Background: an optimization exercise with open tools, aiming at small area. Do not read the settings as production practice.
No functional check of the RTL was part of any run shown here.
Power figures rest on the tool's default switching activity, not on a simulated workload.

### flow/flow/run.sh
#!/bin/bash
# Standard ORFS layout, with two changes to how it is made:
#  - port buffers are buf_1 (buffer_ports otherwise picks a 10 um^2 delay buffer),
#  - IO pins may sit on adjacent routing tracks, so a smaller die still has room for all ports.
set -euo pipefail
bash standard.sh \
  "BUFFER_PORTS_ARGS=-buffer_cell sky130_fd_sc_hd__buf_1" \
  "PLACE_PINS_ARGS=-min_distance 1 -min_distance_in_tracks" \
  finish > make_finish.log 2>&1
### flow/standard.sh
#!/bin/bash
# synth_recipe.tcl (not shown) runs the flow's synth.tcl, then flattens the netlist and writes it again
# the make line also repeats each setting of config.mk as NAME=value (left out here)
make -C /OpenROAD-flow-scripts/flow DESIGN_CONFIG=/design/flow/config.mk WORK_HOME=/design/flow/orfs CLKGATE_MAP_FILE= SYNTH_SCRIPT=/design/flow/synth_recipe.tcl "${@:-finish}"
### flow/config.mk
export PLATFORM = sky130hd
export DESIGN_NAME = icache_intc_top
export DESIGN_NICKNAME = icache_intc_top
export VERILOG_FILES = /design/flow/design.v
export SDC_FILE = /design/flow/constraint.sdc
export NUM_CORES = 8
export LEC_CHECK = 0
export CAP_MARGIN = 20
export CELL_PAD_IN_SITES_DETAIL_PLACEMENT = 0
export CELL_PAD_IN_SITES_GLOBAL_PLACEMENT = 0
export CORE_AREA = 4 4 296 296
export DIE_AREA = 0 0 300 300
export PLACE_DENSITY = 0.7
export SLEW_MARGIN = 20
export SYNTH_HIERARCHICAL = 1
### flow/constraint.sdc
create_clock -name core_clock -period 10.0 [get_ports {clk_i}]
set_input_delay 2.0000 -clock core_clock [delete_from_list [all_inputs] [get_ports {clk_i}]]
set_output_delay 2.0000 -clock core_clock [all_outputs]
set_load 0.01 [all_outputs]
### flow/design.v
module icache_intc_top (
   input  logic          clk_i,
   input  logic          rst_ni,
   input  logic [7:0]    request_i,
   input  logic [255:0]  address_i,
   output logic [7:0]    grant_o,
   output logic [7:0]    response_o,
   output logic [255:0]  read_data_o,
   output logic [15:0]   request_o,
   output logic [511:0]  address_o,
   output logic [127:0]  UID_o,
   input  logic [15:0]   grant_i,
   input  logic [511:0]  read_data_i,
   input  logic [15:0]   response_i,
   input  logic [127:0]  response_UID_i
);
   logic [15:0][7:0] r;       
   logic [15:0][7:0] win;     
   logic [15:0][2:0] flag_q;  
   for (genvar k = 0; k < 8; k++) begin : g_dec
      for (genvar j = 0; j < 16; j++) begin : g_bank
         assign r[j][k] = request_i[k] & (address_i[32*k+2 +: 4] == j);
      end
   end
   for (genvar j = 0; j < 16; j++) begin : g_req
      logic [3:0] l_req, l_sel;
      logic [1:0] m_req, m_sel;
      logic       t_sel;
      for (genvar p = 0; p < 4; p++) begin : g_leaf
         assign l_req[p] = r[j][2*p] | r[j][2*p+1];
         assign l_sel[p] = ~r[j][2*p] | (flag_q[j][0] & r[j][2*p+1]);
      end
      for (genvar q = 0; q < 2; q++) begin : g_mid
         assign m_req[q] = l_req[2*q] | l_req[2*q+1];
         assign m_sel[q] = ~l_req[2*q] | (flag_q[j][1] & l_req[2*q+1]);
      end
      assign t_sel = ~m_req[0] | (flag_q[j][2] & m_req[1]);
      for (genvar k = 0; k < 8; k++) begin : g_win
         assign win[j][k] = (t_sel == k[2]) & (m_sel[k/4] == k[1]) & (l_sel[k/2] == k[0]);
      end
      assign request_o[j]   = m_req[0] | m_req[1];
      assign UID_o[8*j +: 8] = win[j];
      for (genvar i = 0; i < 32; i++) begin : g_abit
         if (i >= 2 && i < 6) begin : g_const
            assign address_o[32*j+i] = j[i-2];
         end else begin : g_sel
            logic [7:0] d;
            for (genvar k = 0; k < 8; k++) begin : g_d
               assign d[k] = address_i[32*k+i];
            end
            icache_intc_aosel8 i_sel (.s_i(win[j]), .d_i(d), .y_o(address_o[32*j+i]));
         end
      end
      always_ff @(posedge clk_i or negedge rst_ni) begin
         if (!rst_ni)
            flag_q[j] <= '0;
         else if (request_o[j] & grant_i[j])
            flag_q[j] <= flag_q[j] + 3'd1;
      end
   end
   for (genvar k = 0; k < 8; k++) begin : g_core
      logic [15:0] sel;
      logic [15:0] gnt;
      for (genvar j = 0; j < 16; j++) begin : g_bank
         assign sel[j] = response_i[j] & response_UID_i[8*j+k];
         assign gnt[j] = r[j][k] & win[j][k] & grant_i[j];
      end
      assign grant_o[k]    = |gnt;
      assign response_o[k] = |sel;
      for (genvar i = 0; i < 32; i++) begin : g_dbit
         logic [15:0] d;
         for (genvar j = 0; j < 16; j++) begin : g_d
            assign d[j] = read_data_i[32*j+i];
         end
         icache_intc_aosel16 i_sel (.s_i(sel), .d_i(d), .y_o(read_data_o[32*k+i]));
      end
   end
endmodule
module icache_intc_aosel8 (
   input  logic [7:0] s_i,
   input  logic [7:0] d_i,
   output logic       y_o
);
   logic [2:0] n;
   icache_intc_aoi222 i_a (.a_i(s_i[2:0]), .b_i(d_i[2:0]), .y_o(n[0]));
   icache_intc_aoi222 i_b (.a_i(s_i[5:3]), .b_i(d_i[5:3]), .y_o(n[1]));
   icache_intc_aoi22  i_c (.a_i(s_i[7:6]), .b_i(d_i[7:6]), .y_o(n[2]));
   icache_intc_nand3  i_o (.a_i(n), .y_o(y_o));
endmodule
module icache_intc_aosel16 (
   input  logic [15:0] s_i,
   input  logic [15:0] d_i,
   output logic        y_o
);
   logic [4:0] n;
   logic [1:0] m;
   for (genvar g = 0; g < 5; g++) begin : g_aoi
      icache_intc_aoi222 i_a (.a_i(s_i[3*g +: 3]), .b_i(d_i[3*g +: 3]), .y_o(n[g]));
   end
   icache_intc_nand3 i_m0 (.a_i(n[2:0]), .y_o(m[0]));
   icache_intc_nand2 i_m1 (.a_i(n[4:3]), .y_o(m[1]));
   icache_intc_ao211 i_o (.a_i({s_i[15], d_i[15]}), .b_i(m[0]), .c_i(m[1]), .y_o(y_o));
endmodule
module icache_intc_aoi222 (
   input  logic [2:0] a_i,
   input  logic [2:0] b_i,
   output logic       y_o
);
   assign y_o = ~((a_i[0] & b_i[0]) | (a_i[1] & b_i[1]) | (a_i[2] & b_i[2]));
endmodule
module icache_intc_aoi22 (
   input  logic [1:0] a_i,
   input  logic [1:0] b_i,
   output logic       y_o
);
   assign y_o = ~((a_i[0] & b_i[0]) | (a_i[1] & b_i[1]));
endmodule
module icache_intc_nand3 (
   input  logic [2:0] a_i,
   output logic       y_o
);
   assign y_o = ~&a_i;
endmodule
module icache_intc_nand2 (
   input  logic [1:0] a_i,
   output logic       y_o
);
   assign y_o = ~&a_i;
endmodule
module icache_intc_ao211 (
   input  logic [1:0] a_i,
   input  logic       b_i,
   input  logic       c_i,
   output logic       y_o
);
   assign y_o = (&a_i) | b_i | c_i;
endmodule
==> results of run 1 <==
per-module statistics from Yosys (local to each module, per instance), excerpt:
module / cell area (um2) / flops+latches / cells / times used
icache_intc_top: 8800 / 48 / 1283 / 1
icache_intc_aoi22: 12.5 / 0 / 1 / 448
icache_intc_aoi222: 10.0 / 0 / 1 / 2176
icache_intc_ao211: 8.76 / 0 / 1 / 256
icache_intc_nand3: 5.00 / 0 / 1 / 704
icache_intc_nand2: 3.75 / 0 / 1 / 256
worst max-delay path by stage:
stage,to,start,cells past startpoint
CTS,address_o[472],address_i[66],10
floorplan,grant_o[4],address_i[3],8
detailed placement,address_o[407],address_i[66],10
global placement,address_o[407],address_i[66],10
power groups by stage:
stage                     combinational, mW  clock, mW  sequential (mW)
after CTS                              3.69      0.250            0.537
after detailed placement               3.67          0            0.541
after floorplan                        1.88          0            0.375
after global placement                 3.62          0            0.541
kinds of logic after synthesis:
group	share of synthesized area (%)
AO/OA/AOI/OAI	74.1
AND/OR/NAND/NOR	19.7
buffers and inverters	1.80
flip-flops	2.80
XOR/XNOR	0.653
adder cells (fa/ha/maj)	0.466
multiplexers	0.420
other	0.0175
per-layer routing:
| metal | GRT overflow | global-route usage [%] |
|---|---|---|
| met1 | 824 | 99.6 |
| met2 | 2499 | 113 |
| met3 | 759 | 99.9 |
| met4 | 1378 | 113 |
| met5 | 114 | 93.7 |
cells in the mapped netlist (26+ instances only):
| cell type | n |
|---|---|
| o22ai_1 | 39 |
| xnor2_1 | 32 |
| buf_4 | 65 |
| dfrtp_1 | 48 |
| a211o_1 | 259 |
| a22oi_2 | 448 |
| nand2_1 | 372 |
| nand3_1 | 748 |
| and3_1 | 26 |
| a21oi_1 | 33 |
| nor3_1 | 34 |
| and2_1 | 142 |
| nor2_1 | 166 |
| a222oi_1 | 2176 |
| o21ai_0 | 37 |
through the flow:
step	setup slack [ns]	hold slack [ns]	power (mW)	util [%]	area, um2
after CTS	2.31	0.477	4.47	63.8	53600
after floorplan	0.308	0.442	2.26	-	43100
after detailed placement	2.31	0.462	4.21	63.6	53400
after global placement	2.35	0.459	4.16	63.5	53400
==> impl_metrics.tcl, run 1 <==
set metrics [dict create \
    status "did not finish" \
    haltStage "global routing" \
    firstError "[ERROR GRT-0116] Global routing finished with congestion. Check the congestion regions in the DRC Viewer." \
    fp-row-count 106 \
    grt_pass1_vias 96600 \
    overflow 5574 \
    synth-edff-count 0 \
    async_reset_ff_share_pct 100 \
    place_inst 8276 \
    synth.distinct_cells 88 \
    grt_start_max_net_pins 49 \
    synthTopCellsByArea "a222oi_1, a22oi_2, nand3_1" \
    synth_cells 5123 \
    cts_buffers 5 \
    cts_root_buffer "clkbuf_16" \
    synth_top_area_share_pct 50.8 \
    post_cts_buffers 0 \
    dp_hpwl_mm 295 \
    grt_use_total_pct 105 \
    cts.sinks 48 \
    cts_resized 0 \
    start_util_pct 51.0 \
    netlist.top_cell.by_area "a222oi_1" \
    cts_hold_buf 0 \
    syn_area_um2 42900 \
    seq_area_frac_synth_pct 2.80 \
    die_h_um 300 \
    synth_warnings 7 \
    port_buffers 1801 \
    ys.flop_type "dfrtp_1" \
    clock_path_buffers 2 \
    htree_levels 2 \
    gp_congestion 1.32 \
    grt_pass1_wl_mm 725 \
    synth_area_per_cell_um2 8.38 \
    die_x_um 300 \
    ys_seq_elements 48 \
    ioPinCount 1866 \
]
==> inputs of run 2 (changes only) <==
--- a/flow/config.mk
+++ b/flow/config.mk
@@ -10,5 +10,5 @@
 export CELL_PAD_IN_SITES_GLOBAL_PLACEMENT = 0
-export CORE_AREA = 4 4 296 296
-export DIE_AREA = 0 0 300 300
-export PLACE_DENSITY = 0.7
+export CORE_AREA = 4 4 336 336
+export DIE_AREA = 0 0 340 340
+export PLACE_DENSITY = 0.6
 export SLEW_MARGIN = 20
==> run 2 against run 1 <==
  * The run again fails in global routing
  * Synthesized cell count stayed put
  * Area after synthesis stayed put
==> impl_metrics.tcl, run 2 <==
set metrics [dict create \
    status "did not finish" \
    haltStage "global routing" \
    firstError "[ERROR GRT-0116] Global routing finished with congestion. Check the congestion regions in the DRC Viewer." \
    cts_hold_buf 0 \
    start_util_pct 39.3 \
    synth_top_area_share_pct 50.8 \
    cts_buffers 5 \
    synth_cells 5123 \
    overflow 2809 \
    port_buffers 1801 \
    grt_pass1_wl_mm 856 \
    netlist.top_cell.by_area "a222oi_1" \
    dp_hpwl_mm 340 \
    async_reset_ff_share_pct 100 \
    cts_root_buffer "clkbuf_16" \
    post-synth-top-count-cell "a222oi_1" \
    syn_area_um2 42900 \
    ys.flop_type "dfrtp_1" \
    synth-edff-count 0 \
    ys_seq_elements 48 \
    cts.sinks 48 \
    grt_start_max_net_pins 49 \
    die_h_um 340 \
    post_cts_buffers 0 \
    fp-row-count 121 \
    seq_area_frac_synth_pct 2.80 \
    synth_area_per_cell_um2 8.38 \
    place_inst 8609 \
    gp_congestion 1.28 \
    synth_common_cells "a222oi_1, nand3_1, a22oi_2" \
    synth.distinct_cells 88 \
    place_ws_ns 2.01 \
    clock_path_buffers 2 \
    grt_pass1_vias 99300 \
    grt_use_total_pct 97.3 \
    synthTopCellsByArea "a222oi_1, a22oi_2, nand3_1" \
    synth_warnings 7 \
    htree_levels 2 \
    dpl_cell_area_um2 53900 \
    die_x_um 340 \
    cts_resized 0 \
    ioPinCount 1866 \
]
[run 2: cell counts after synthesis]
Identical to the previous run, type by type.
[run 2: cell families after synthesis]
logic type | share of synthesized area (%)
compound gates | 74.1
xor+xnor | 0.653
fa+ha+maj | 0.466
buf+inv | 1.80
flops | 2.80
mux | 0.420
other cells | 0.0175
simple gates | 19.7
[run 2: power by group through the flow]
stage | clock, mW | combinational [mW] | sequential, mW
floorplan | 0 | 1.88 | 0.375
global placement | 0 | 3.77 | 0.563
detailed placement | 0 | 3.82 | 0.563
CTS | 0.212 | 3.83 | 0.563
[run 2: Yosys stat by module, one instance, submodules excluded, excerpt]
| module | copies in the design | cell area [um2] | cells inside |
|---|---|---|---|
| icache_intc_nand2 | 256 | 3.75 | 1 |
| icache_intc_nand3 | 704 | 5.00 | 1 |
| icache_intc_aoi22 | 448 | 12.5 | 1 |
| icache_intc_ao211 | 256 | 8.76 | 1 |
| icache_intc_top | 1 | 8800 | 1283 |
| icache_intc_aoi222 | 2176 | 10.0 | 1 |
[run 2: metal layers]
metal,global-route usage [%],GRT overflow
met5,81.8,57
met4,103,922
met3,93.2,352
met2,103,1203
met1,94.0,275
[run 2: worst max path at each step]
| stage | startpoint | endpoint | cells after the start |
|---|---|---|---|
| 4_1_cts | address_i[132] | address_o[350] | 10 |
| 3_5_place_dp | address_i[132] | address_o[350] | 10 |
| 3_3_place_gp | address_i[132] | address_o[350] | 10 |
| 2_1_floorplan | address_i[3] | grant_o[4] | 8 |
==> inputs of run 3 (changes only) <==
--- a/flow/config.mk
+++ b/flow/config.mk
@@ -10,4 +10,4 @@
 export CELL_PAD_IN_SITES_GLOBAL_PLACEMENT = 0
-export CORE_AREA = 4 4 336 336
-export DIE_AREA = 0 0 340 340
+export CORE_AREA = 4 4 376 376
+export DIE_AREA = 0 0 380 380
 export PLACE_DENSITY = 0.6
==> run 3 against run 2 <==
  * Synthesized cell count stayed put
  * The run again fails in global routing
  * Area after synthesis stayed put
==> impl_metrics.tcl, run 3 <==
set metrics [dict create \
    status "did not finish" \
    haltStage "global routing" \
    firstError "[ERROR GRT-0116] Global routing finished with congestion. Check the congestion regions in the DRC Viewer." \
    grt_use_total_pct 83.1 \
    synthTopCellsByArea "a222oi_1, a22oi_2, nand3_1" \
    dp_hpwl_mm 352 \
    synth_area_per_cell_um2 8.38 \
    cts_resized 0 \
    post-synth-top-count-cell "a222oi_1" \
    synth.distinct_cells 88 \
    clock_path_buffers 2 \
    cts.sinks 48 \
    die_x_um 380 \
    start_util_pct 31.2 \
    cts_hold_buf 0 \
    async_reset_ff_share_pct 100 \
    seq_area_frac_synth_pct 2.80 \
    gp_congestion 1.25 \
    cts_root_buffer "clkbuf_16" \
    synth_top_area_share_pct 50.8 \
    die_h_um 380 \
    ioPinCount 1866 \
    port_buffers 1801 \
    ys_seq_elements 48 \
    syn_area_um2 42900 \
    ys.flop_type "dfrtp_1" \
    place_ws_ns 2.14 \
    post_cts_buffers 0 \
    synth-edff-count 0 \
    netlist.top_cell.by_area "a222oi_1" \
    cts_buffers 5 \
    htree_levels 2 \
    overflow 1253 \
    fp-row-count 136 \
    synth_warnings 7 \
    grt_start_max_net_pins 49 \
    grt_pass1_wl_mm 878 \
    grt_pass1_vias 97100 \
    synth_cells 5123 \
    synth_common_cells "a222oi_1, nand3_1, a22oi_2" \
]
run 3: cell counts after synthesis:
Identical to the previous run, type by type.
run 3: through the flow:
| step | hold WS, ns | total power, mW | instances | instance area [um2] |
|---|---|---|---|---|
| global placement | 0.474 | 4.44 | 8960 | 54400 |
| floorplan | 0.442 | 2.26 | 5185 | 43100 |
| detailed placement | 0.473 | 4.49 | 8963 | 54500 |
| CTS | 0.488 | 4.74 | 8971 | 54700 |
run 3: layer usage:
layer / overflow / GRT usage (%)
met2: 549 / 90.7
met5: 29 / 62.0
met4: 330 / 75.9
met3: 167 / 80.2
met1: 178 / 83.1
run 3: cells by family after synthesis:
family | count (synthesis) | synth area share, %
AO/OA/AOI/OAI | 3177 | 74.1
AND/OR/NAND/NOR | 1699 | 19.7
buffers and inverters | 133 | 1.80
flip-flops | 48 | 2.80
XOR/XNOR | 32 | 0.653
adder cells (fa/ha/maj) | 16 | 0.466
multiplexers | 16 | 0.420
other | 2 | 0.0175
run 3: worst max-delay path by stage:
stage	from	slack (ns)	cells after the start	to
2_1_floorplan	address_i[3]	0.31	8	grant_o[4]
3_3_place_gp	address_i[69]	2.19	9	address_o[17]
3_5_place_dp	address_i[69]	2.14	9	address_o[31]
4_1_cts	address_i[69]	2.13	9	address_o[31]
run 3: per-module statistics from Yosys (local to each module, per instance), excerpt:
module / cells inside / times used / flops+latches / area (um2)
icache_intc_nand2: 1 / 256 / 0 / 3.75
icache_intc_ao211: 1 / 256 / 0 / 8.76
icache_intc_aoi222: 1 / 2176 / 0 / 10.0
icache_intc_top: 1283 / 1 / 48 / 8800
icache_intc_aoi22: 1 / 448 / 0 / 12.5
icache_intc_nand3: 1 / 704 / 0 / 5.00
run 3: power by group through the flow:
stage	registers, mW	logic [mW]	clock network, mW
after detailed placement	0.562	3.92	0
after global placement	0.561	3.88	0
after floorplan	0.375	1.88	0
after CTS	0.562	3.93	0.246
==> inputs of run 4 (changes only) <==
--- a/flow/config.mk
+++ b/flow/config.mk
@@ -10,5 +10,5 @@
 export CELL_PAD_IN_SITES_GLOBAL_PLACEMENT = 0
-export CORE_AREA = 4 4 376 376
-export DIE_AREA = 0 0 380 380
-export PLACE_DENSITY = 0.6
+export CORE_AREA = 4 4 416 416
+export DIE_AREA = 0 0 420 420
+export PLACE_DENSITY = 0.4
 export SLEW_MARGIN = 20
==> run 4 against run 3 <==
  * The flow again stops in global routing
  * Synthesized cell count unchanged
  * Area after synthesis unchanged
==> impl_metrics.tcl, run 4 <==
set metrics [dict create \
    status "did not finish" \
    haltStage "global routing" \
    firstError "[ERROR GRT-0116] Global routing finished with congestion. Check the congestion regions in the DRC Viewer." \
    fp-row-count 150 \
    post_cts_buffers 0 \
    syn_area_um2 42900 \
    gp_congestion 1.16 \
    synth_area_per_cell_um2 8.38 \
    synth_common_cells "a222oi_1, nand3_1, a22oi_2" \
    cts_root_buffer "clkbuf_16" \
    ioPinCount 1866 \
    synth-compound-area-share_pct 74.1 \
    grt_start_max_net_pins 49 \
    port_buffers 1801 \
    seq_area_frac_synth_pct 2.80 \
    synth-simple-area-share_pct 19.7 \
    grt_pass1_vias 92200 \
    synth_top_area_share_pct 50.8 \
    grt_use_total_pct 69.8 \
    synth-edff-count 0 \
    synth.distinct_cells 88 \
    synthAdderAreaFrac_pct 0.466 \
    ys_seq_elements 48 \
    netlist.top_cell.by_area "a222oi_1" \
    synthMuxAreaShare_pct 0.420 \
    synth_cells 5123 \
    clock_path_buffers 2 \
    synthXorXnorAreaFrac_pct 0.653 \
    die_h_um 420 \
    grt_pass1_wl_mm 864 \
    cts.sinks 48 \
    place_inst 9381 \
    die_x_um 420 \
    cts_resized 0 \
    ys.flop_type "dfrtp_1" \
    synthTopCellsByArea "a222oi_1, a22oi_2, nand3_1" \
    cts_buffers 5 \
    synth_warnings 7 \
    cts_hold_buf 0 \
    start_util_pct 25.5 \
    post-synth-top-count-cell "a222oi_1" \
    synth_top_family_by_area "compound AO/OA/AOI/OAI gates" \
    htree_levels 2 \
    async_reset_ff_share_pct 100 \
    dp_hpwl_mm 379 \
    overflow 10 \
]
[run 4: cell counts after synthesis]
Identical to the previous run, type by type.
[run 4: power groups by stage]
stage,logic (mW),clock network (mW),registers [mW]
2_1_floorplan,1.88,0,0.375
4_1_cts,4.06,0.260,0.566
3_5_place_dp,4.05,0,0.566
3_3_place_gp,4.03,0,0.569
[run 4: kinds of logic after synthesis]
kind of cell	Yosys count
xor gates and xnor gates	32
adders and majority gates	16
DFF	48
buffers and inverters	133
and+or+nand+nor	1699
AOI/OAI and AO/OA	3177
other	2
muxes	16
[run 4: per-module statistics from Yosys, one instance, submodules excluded, a selection]
module | area [um2] | cells | copies in the design
icache_intc_top | 8800 | 1283 | 1
icache_intc_nand2 | 3.75 | 1 | 256
icache_intc_ao211 | 8.76 | 1 | 256
icache_intc_aoi222 | 10.0 | 1 | 2176
icache_intc_nand3 | 5.00 | 1 | 704
icache_intc_aoi22 | 12.5 | 1 | 448
[run 4: worst max path at each step]
stage,from,to,depth (start not counted)
4_1_cts,address_i[162],address_o[467],10
3_5_place_dp,address_i[162],address_o[467],10
3_3_place_gp,address_i[133],address_o[240],11
2_1_floorplan,address_i[3],grant_o[4],8
[run 4: layer usage]
layer	track usage (%)	GRT overflow
met1	69.9	0
met2	83.0	7
met3	59.1	0
met4	66.4	3
met5	32.5	0
[run 4: stage by stage]
stage	hold slack [ns]	utilization, %	area [um2]	setup WS [ns]
2_1_floorplan	0.442	-	43100	0.308
3_3_place_gp	0.488	32.8	55100	2.09
3_5_place_dp	0.495	32.9	55200	2.20
4_1_cts	0.509	33.0	55400	2.20
